Context: an optimization exercise on an open-source flow, tuned for small area, a short achievable clock period and few clock cycles. The choices shown serve that exercise and are no tape-out recipe. The RTL was checked by simulation tests, not by an equivalence proof against the original design. No activity file was given, so power comes from the tool's default toggle rates.

Design cpu, start of the top module:
module cpu (clk, reset, mem_rdata, mem_addr, mem_wr, mem_wdata);
For scale: roughly 100000 um2 of cells after synthesis.
export LEC_CHECK = 0
export CAP_MARGIN = 60
export CELL_PAD_IN_SITES_DETAIL_PLACEMENT = 1
export CELL_PAD_IN_SITES_GLOBAL_PLACEMENT = 2
export CORE_MARGIN = 2
export CORE_UTILIZATION = 45
export PLACE_DENSITY = 0.6
export SLEW_MARGIN = 60
create_clock -name core_clock -period 17.0 [get_ports {clk}]
standard.sh (not shown) runs the stock make flow with config.mk's settings and CLKGATE_MAP_FILE= SYNTH_SCRIPT=/design/flow/synth_recipe.tcl, a recipe that flattens the netlist after the stock synthesis.
==> flow/flow/run.sh <==
#!/bin/bash
# The standard layout (standard.sh, unchanged synthesis and steps), with
# ORFS's timing repair asked to leave a setup margin below the 17 ns clock
# and the port buffers made with buf_4 cells.  Every port still gets its
# buffer; the clock period and the constraints are the design's.
export SETUP_SLACK_MARGIN=12.3
export BUFFER_PORTS_ARGS="-buffer_cell sky130_fd_sc_hd__buf_4"
bash standard.sh > standard_flow.log 2>&1
The first run finished with timing, DRC and antenna clean.
Testbench counts at the start, summed over its fixed seeds: cycles 75,195.
Next try:
--- a/flow/config.mk
+++ b/flow/config.mk
@@ -7,3 +7,3 @@
 export LEC_CHECK = 0
-export CAP_MARGIN = 60
+export CAP_MARGIN = 20
 export CELL_PAD_IN_SITES_DETAIL_PLACEMENT = 1
@@ -12,3 +12,5 @@
 export CORE_UTILIZATION = 45
+export CTS_CLUSTER_DIAMETER = 60
+export CTS_CLUSTER_SIZE = 20
 export PLACE_DENSITY = 0.6
-export SLEW_MARGIN = 60
+export SLEW_MARGIN = 20
- The changed run produced a clean layout
- synthesized cell count is unchanged
- critical path depth went up by 6
- setup slack gets worse by 0.072 ns
- design area went down by 2.9%
- flip-flop and latch count does not change
- utilization went down by 1.6 points
- power went down by 5.1%
Next try:
==> flow/flow/run.sh (replaced) <==
#!/bin/bash
# The standard layout (standard.sh, unchanged synthesis and steps), with
# ORFS's timing repair asked to leave a setup margin below the 17 ns clock.
# The clock period and the constraints are the design's.
export SETUP_SLACK_MARGIN=12.0
bash standard.sh > standard_flow.log 2>&1
--- a/flow/config.mk
+++ b/flow/config.mk
@@ -7,3 +7,3 @@
 export LEC_CHECK = 0
-export CAP_MARGIN = 20
+export CAP_MARGIN = 60
 export CELL_PAD_IN_SITES_DETAIL_PLACEMENT = 1
@@ -12,5 +12,3 @@
 export CORE_UTILIZATION = 45
-export CTS_CLUSTER_DIAMETER = 60
-export CTS_CLUSTER_SIZE = 20
 export PLACE_DENSITY = 0.6
-export SLEW_MARGIN = 20
+export SLEW_MARGIN = 60
After rerunning:
- sequential power hardly moves
- core utilization increases by 0.46 points
- worst setup slack gets worse by 0.12 ns
- wire length increases by 0.54%
- combinational power increases by about 10%
- cell area increases by 0.88%
- via count is about the same
- synthesized area stays the same
Next try:
==> flow/flow/run.sh (replaced) <==
#!/bin/bash
# The standard layout (standard.sh, unchanged synthesis and steps), with
# ORFS's timing repair asked to leave a setup margin below the 17 ns clock
# and the port buffers made with buf_4 cells.  Every port still gets its
# buffer; the clock period and the constraints are the design's.
export SETUP_SLACK_MARGIN=12.4
export BUFFER_PORTS_ARGS="-buffer_cell sky130_fd_sc_hd__buf_4"
bash standard.sh > standard_flow.log 2>&1
--- a/flow/config.mk
+++ b/flow/config.mk
@@ -7,3 +7,3 @@
 export LEC_CHECK = 0
-export CAP_MARGIN = 60
+export CAP_MARGIN = 20
 export CELL_PAD_IN_SITES_DETAIL_PLACEMENT = 1
@@ -11,4 +11,6 @@
 export CORE_MARGIN = 2
-export CORE_UTILIZATION = 45
-export PLACE_DENSITY = 0.6
-export SLEW_MARGIN = 60
+export CORE_UTILIZATION = 50
+export CTS_CLUSTER_DIAMETER = 80
+export CTS_CLUSTER_SIZE = 25
+export PLACE_DENSITY = 0.62
+export SLEW_MARGIN = 20
What happened: The changed run reached the layout checks and failed them: max-capacitance violations, max-slew violations; sequential power stays flat; sequential cell count is unchanged; clock skew increases by 0.016 ns; via count increases by 1.8%.

-- static timing again, ports no longer ideal --
Ports are ideal in the flow. The routed layouts listed here were re-timed in OpenROAD.
Step 1 (the two cells are an assumption about what drives the block):
set clk [get_ports {clk}]
set_driving_cell -lib_cell sky130_fd_sc_hd__clkbuf_16 $clk
set_driving_cell -lib_cell sky130_fd_sc_hd__buf_2 [delete_from_list [all_inputs] $clk]
Step 2 times the ports against the registers' clock, not the clock port: input delays grow and output delays shrink by t, the midpoint of the rising clock arrivals with the driver on.
Three values: ideal ports, drivers, drivers and shift; two values: the first two.
run	t (ns)	setup WS [ns]	worst setup path at the end
the first run	0.984	12.048 / 11.985 / 11.109	input to register
the second run	0.966	11.976 / 11.976 / 11.153	input to register
the third run	1.000	11.851 / 11.851 / 11.036	input to register
the fourth run	0.953	11.924 / 11.924 / 11.201	input to register
For the first run, which loses most, drivers alone change the setup slack by -0.063 ns; drivers and shift together by -0.939 ns.
